Background: an optimization exercise with open tools, aiming at small area and a short achievable clock period. Do not read the settings as production practice.
Where RTL was checked, it was by simulation tests only, not by an equivalence proof against the original.

Setup of red:
==> module fp_add, before the edit <==
module fp_add(a, b, z);
parameter SUB = 0;
input  [23:0] a, b;
output reg [23:0] z;
wire        sa = a[23];
wire        sb = b[23] ^ SUB;
wire [5:0]  ea = a[22:17], eb = b[22:17];
wire [16:0] fa = a[16:0],  fb = b[16:0];
wire ha = |ea, hb = |eb;
wire a_max = &ea, b_max = &eb;
wire a_f0 = ~|fa, b_f0 = ~|fb;
wire a_nan = a_max & ~a_f0, b_nan = b_max & ~b_f0;
wire a_inf = a_max & a_f0,  b_inf = b_max & b_f0;
wire [5:0]  ea1 = {ea[5:1], ea[0] | ~ha};
wire [5:0]  eb1 = {eb[5:1], eb[0] | ~hb};
wire [6:0]  dab  = {1'b0, ea1} - {1'b0, eb1};
wire [5:0]  dba  = eb1 - ea1;
wire        swap = dab[6];
wire [5:0]  d    = swap ? dba : dab[5:0];
wire        sx   = swap ? sb : sa;
wire        sy   = swap ? sa : sb;
wire [5:0]  ex1  = swap ? eb1 : ea1;
wire [17:0] mx   = swap ? {hb, fb} : {ha, fa};
wire [17:0] my   = swap ? {ha, fa} : {hb, fb};
wire        eff_sub = sa ^ sb;
wire        near = eff_sub & (d[5:1] == 5'd0);
reg [20:0] v;
reg        st;
always @(*) begin
   v  = {my, 3'b000};
   st = 1'b0;
   if (d[5]) begin st = |v;            v = 21'd0;              end
   if (d[4]) begin st = st | |v[15:0]; v = {16'd0, v[20:16]}; end
   if (d[3]) begin st = st | |v[7:0];  v = {8'd0, v[20:8]};   end
   if (d[2]) begin st = st | |v[3:0];  v = {4'd0, v[20:4]};   end
   if (d[1]) begin st = st | |v[1:0];  v = {2'd0, v[20:2]};   end
   if (d[0]) begin st = st | v[0];     v = {1'd0, v[20:1]};   end
end
wire [20:0] ax = {mx, 3'b000};
wire [20:0] ay = {v[20:1], v[0] | st};
wire [21:0] sf = {1'b0, ax} + {eff_sub, ay ^ {21{eff_sub}}} + {21'd0, eff_sub};
wire        f1 = ~sf[21] & (sf[20] | ~|ex1[5:1]);
wire        f2 = ~sf[21] & ~sf[20] & |ex1[5:1];
wire [21:0] nf = f2 ? {sf[19:0], 2'b00} : (f1 ? {sf[20:0], 1'b0} : sf);
wire [1:0]  shf = {f2, f1};
wire [18:0] an = {mx, 1'b0};
wire [18:0] bn = d[0] ? {1'b0, my} : {my, 1'b0};
wire [19:0] dp = {1'b0, an} - {1'b0, bn};
wire [18:0] dq = bn - an;
wire        negn = dp[19];
wire [18:0] dn = negn ? dq : dp[18:0];
wire [21:0] sn = {1'b0, dn, 2'b00};
wire [21:0] mark = (ex1 > 6'd21) ? 22'd0 : (22'h200000 >> ex1);
wire [21:0] sm   = sn | mark;
reg  [4:0]  lzn;
integer k;
always @(*) begin
   lzn = 5'd0;
   for (k = 0; k < 22; k = k + 1)
      if (sm[k]) lzn = 21 - k;
end
wire [21:0] nn = sn << lzn;
wire [21:0] nrm = near ? nn : nf;
wire [4:0]  sh  = near ? lzn : {3'd0, shf};
wire [6:0]  en  = {1'b0, ex1} + 7'd1 - {2'b00, sh};
wire        sr  = (near & negn) ? sy : sx;
wire        zr  = near ? (dn == 19'd0) : (sf == 22'd0);
wire [5:0]  ee  = nrm[21] ? en[5:0] : 6'd0;
wire        g   = nrm[3];
wire        s   = |nrm[2:0];
wire        rup = g & (s | nrm[4]);
wire [22:0] mag = {ee, nrm[20:4]} + {22'd0, rup};
always @(*) begin
   if (a_nan || b_nan || (a_inf && b_inf && eff_sub))
      z = 24'h7e0001;
   else if (a_inf)
      z = {sa, 6'h3f, 17'd0};
   else if (b_inf)
      z = {sb, 6'h3f, 17'd0};
   else if (zr)
      z = {sa & sb, 23'd0};
   else if ((nrm[21] && (en[6] || (&en[5:0]))) || (&mag[22:17]))
      z = {sr, 6'h3f, 17'd0};
   else
      z = {sr, mag};
end
endmodule
clock: 35.0 ns
lec_check: 0
cap_margin: 20
core_margin: 2
core_utilization: 40
slew_margin: 20
synth_hierarchical: 1
standard.sh (not shown) runs the stock make flow with config.mk's settings and CLKGATE_MAP_FILE= SYNTH_SCRIPT=/design/flow/synth_recipe.tcl, a recipe that flattens the netlist after the stock synthesis.
==> flow/flow/run.sh <==
#!/bin/bash
# Layout flow for this design.
#  1. Synthesis: the standard flow's own synthesis script (ORFS synth.tcl, hierarchical
#     as set in config.mk), changed so that only the full adders of the
#     multiplier arrays (module fa_cell) are mapped to adder cells; the rest
#     of the logic, except the multiplier arrays (module mul18), is
#     flattened just before ABC, which maps it with flow/abc.script.
#     Yosys's early "abc -fast" pass is skipped so that the adders stay as
#     written.  Registers are untouched, so they keep
#     the names and cell types of the standard synthesis.
#  2. Floorplan to finish: the standard steps (standard.sh).
# Each tool's output goes to a log file of its own in this folder.
set -o pipefail
W=$(pwd)
S=$FLOW_HOME/scripts

# synthesis script
sed -e "s|^source \$::env(SCRIPTS_DIR)/synth_preamble.tcl\$|&\nset abc_args [list -script $W/flow/abc.script {*}\$lib_args {*}\$lib_dont_use_args -constr \$::env(OBJECTS_DIR)/abc.constr]|" \
    -e "s|^\(  *\)extract_fa {\*}\[dont_use_extract_fa_args\]\$|\1extract_fa {*}[dont_use_extract_fa_args] fa_cell|" \
    -e "s|^\(  *\)log_cmd abc {\*}\$abc_args\$|\1setattr -mod -unset keep_hierarchy\n\1setattr -mod -set keep_hierarchy 1 mul18\n\1flatten\n\1hierarchy -top \$::env(DESIGN_NAME)\n\1opt_clean -purge\n&|" \
    $S/synth.tcl > my_synth.tcl
sed -e "s|yosys synth -nofsm -noshare|yosys synth -nofsm -noshare -noabc|" \
    -e "s|^source \$::env(SCRIPTS_DIR)/synth.tcl\$|source $W/my_synth.tcl|" \
    synth_recipe.tcl > my_synth_recipe.tcl
diff $S/synth.tcl my_synth.tcl > my_synth.diff
diff synth_recipe.tcl my_synth_recipe.tcl > my_synth_recipe.diff

# the standard make command, for the synthesis target with the script above
MK=$(grep '^make ' standard.sh | sed -e "s|SYNTH_SCRIPT=[^ ]*|SYNTH_SCRIPT=$W/my_synth_recipe.tcl|" -e 's|"\${@:-finish}"|synth|')
eval "$MK" > synth.log 2>&1 || exit 1

# floorplan to finish: port buffers of plain buffers, and the timing repair
# aiming for extra setup slack (the clock and constraints are unchanged)
export BUFFER_PORTS_ARGS="-buffer_cell sky130_fd_sc_hd__buf_4"
export SETUP_SLACK_MARGIN=$(cat flow/margin.txt)
bash standard.sh > standard.log 2>&1
==> flow/flow/abc.script <==
strash
dch
map -B 0.9
topo
stime -c
buffer -c
upsize -c
dnsize -c
==> flow/flow/margin.txt <==
19.5
What green does differently from red at the input level:
diff --git a/flow/design.v b/flow/design.v
--- a/flow/design.v
+++ b/flow/design.v
@@ -20,13 +20,12 @@
 wire        sx   = swap ? sb : sa;
 wire        sy   = swap ? sa : sb;
 wire [5:0]  ex1  = swap ? eb1 : ea1;
 wire [17:0] mx   = swap ? {hb, fb} : {ha, fa};
 wire [17:0] my   = swap ? {ha, fa} : {hb, fb};
 wire        eff_sub = sa ^ sb;
-wire        near = eff_sub & (d[5:1] == 5'd0);
 reg [20:0] v;
 reg        st;
 always @(*) begin
    v  = {my, 3'b000};
    st = 1'b0;
    if (d[5]) begin st = |v;            v = 21'd0;              end
@@ -34,53 +33,53 @@
    if (d[3]) begin st = st | |v[7:0];  v = {8'd0, v[20:8]};   end
    if (d[2]) begin st = st | |v[3:0];  v = {4'd0, v[20:4]};   end
    if (d[1]) begin st = st | |v[1:0];  v = {2'd0, v[20:2]};   end
    if (d[0]) begin st = st | v[0];     v = {1'd0, v[20:1]};   end
 end
 wire [20:0] ax = {mx, 3'b000};
-wire [20:0] ay = {v[20:1], v[0] | st};
-wire [21:0] sf = {1'b0, ax} + {eff_sub, ay ^ {21{eff_sub}}} + {21'd0, eff_sub};
-wire        f1 = ~sf[21] & (sf[20] | ~|ex1[5:1]);
-wire        f2 = ~sf[21] & ~sf[20] & |ex1[5:1];
-wire [21:0] nf = f2 ? {sf[19:0], 2'b00} : (f1 ? {sf[20:0], 1'b0} : sf);
-wire [1:0]  shf = {f2, f1};
-wire [18:0] an = {mx, 1'b0};
-wire [18:0] bn = d[0] ? {1'b0, my} : {my, 1'b0};
-wire [19:0] dp = {1'b0, an} - {1'b0, bn};
-wire [18:0] dq = bn - an;
-wire        negn = dp[19];
-wire [18:0] dn = negn ? dq : dp[18:0];
-wire [21:0] sn = {1'b0, dn, 2'b00};
+wire [20:0] ay = {v[20:1], v[0] | st} ^ {21{eff_sub}};
+wire [20:0] g0 = ax & ay, p0 = ax ^ ay;
+reg  [20:0] gg, pp;    
+integer i, k;
+always @(*) begin
+   gg = g0; pp = p0;
+   for (k = 1; k < 21; k = k * 2)
+      for (i = 20; i >= 0; i = i - 1)
+         if (i & k) begin
+            gg[i] = gg[i] | (pp[i] & gg[(i & ~(k - 1)) - 1]);
+            pp[i] = pp[i] & pp[(i & ~(k - 1)) - 1];
+         end
+end
+wire [21:0] s0 = {gg[20], p0 ^ {gg[19:0], 1'b0}};
+wire [21:0] s1 = {gg[20] | pp[20], p0 ^ {gg[19:0] | pp[19:0], 1'b1}};
+wire        neg = eff_sub & ~gg[20];
+wire [21:0] sum = ~eff_sub ? s0 : (neg ? {1'b0, ~s0[20:0]} : {1'b0, s1[20:0]});
+wire        sr  = neg ? sy : sx;
 wire [21:0] mark = (ex1 > 6'd21) ? 22'd0 : (22'h200000 >> ex1);
-wire [21:0] sm   = sn | mark;
-reg  [4:0]  lzn;
-integer k;
+wire [21:0] sm   = sum | mark;
+reg  [4:0]  lz;
 always @(*) begin
-   lzn = 5'd0;
+   lz = 5'd0;
    for (k = 0; k < 22; k = k + 1)
-      if (sm[k]) lzn = 21 - k;
+      if (sm[k]) lz = 21 - k;
 end
-wire [21:0] nn = sn << lzn;
-wire [21:0] nrm = near ? nn : nf;
-wire [4:0]  sh  = near ? lzn : {3'd0, shf};
-wire [6:0]  en  = {1'b0, ex1} + 7'd1 - {2'b00, sh};
-wire        sr  = (near & negn) ? sy : sx;
-wire        zr  = near ? (dn == 19'd0) : (sf == 22'd0);
+wire [21:0] nrm = sum << lz;
+wire [6:0]  en  = {1'b0, ex1} + 7'd1 - {2'b00, lz};
 wire [5:0]  ee  = nrm[21] ? en[5:0] : 6'd0;
 wire        g   = nrm[3];
 wire        s   = |nrm[2:0];
 wire        rup = g & (s | nrm[4]);
 wire [22:0] mag = {ee, nrm[20:4]} + {22'd0, rup};
 always @(*) begin
    if (a_nan || b_nan || (a_inf && b_inf && eff_sub))
       z = 24'h7e0001;
    else if (a_inf)
       z = {sa, 6'h3f, 17'd0};
    else if (b_inf)
       z = {sb, 6'h3f, 17'd0};
-   else if (zr)
+   else if (sum == 22'd0)
       z = {sa & sb, 23'd0};
    else if ((nrm[21] && (en[6] || (&en[5:0]))) || (&mag[22:17]))
       z = {sr, 6'h3f, 17'd0};
    else
       z = {sr, mag};
 end
==> comparison <==
In green the number of inverters outside the clock class in the layout turned out about 11% lower than in red. In green, the number of vias in the routed layout came out 11% below the value in red. Compared with red, green shows wire length on met2 lower by 5.7%. The classification of the worst setup path comes out flop to output port in one run and primary input to flop in the other, namely in red and green respectively. Changes observed in green relative to red: initial antenna violation count has decreased, fraction of cell area in non-clock buffers increased 1.3 points. green packs its core more tightly than red.
Function not checked in red: the RTL went through the layout flow alone.

## afterwards: timing with drivers on the ports
How much do the figures lean on ideal ports? The routed layouts below were timed once more, with nothing changed but the port constraints. Step 1 (the two cells are an assumption about what drives the block):
set clk [get_ports {clock}]
set_driving_cell -lib_cell sky130_fd_sc_hd__clkbuf_16 $clk
set_driving_cell -lib_cell sky130_fd_sc_hd__buf_2 [delete_from_list [all_inputs] $clk]
Step 2 also shifts input and output timing later by t, the mid clock arrival at the registers, as if the neighbouring blocks saw the same clock. Three values: no drivers, after step 1, after step 2; two values: the first two.
| run | t (ns) | slack for setup (ns) | worst hold slack (ns) | worst register clock-pin slew, ns | worst slew at a driven data input, ns |
|---|---|---|---|---|---|
| red | 0.418 | 20.036 / 19.981 / 19.586 | 6.974 / 6.943 / 7.361 | 0.08 / 0.08 | 0.15 |
| green | 0.427 | 19.939 / 19.907 / 19.480 | 7.214 / 7.182 / 7.609 | 0.08 / 0.08 | 0.15 |
After both steps setup and hold are still met in every run listed. For green, which loses most, drivers alone change the setup slack by -0.032 ns; drivers and shift together by -0.459 ns.
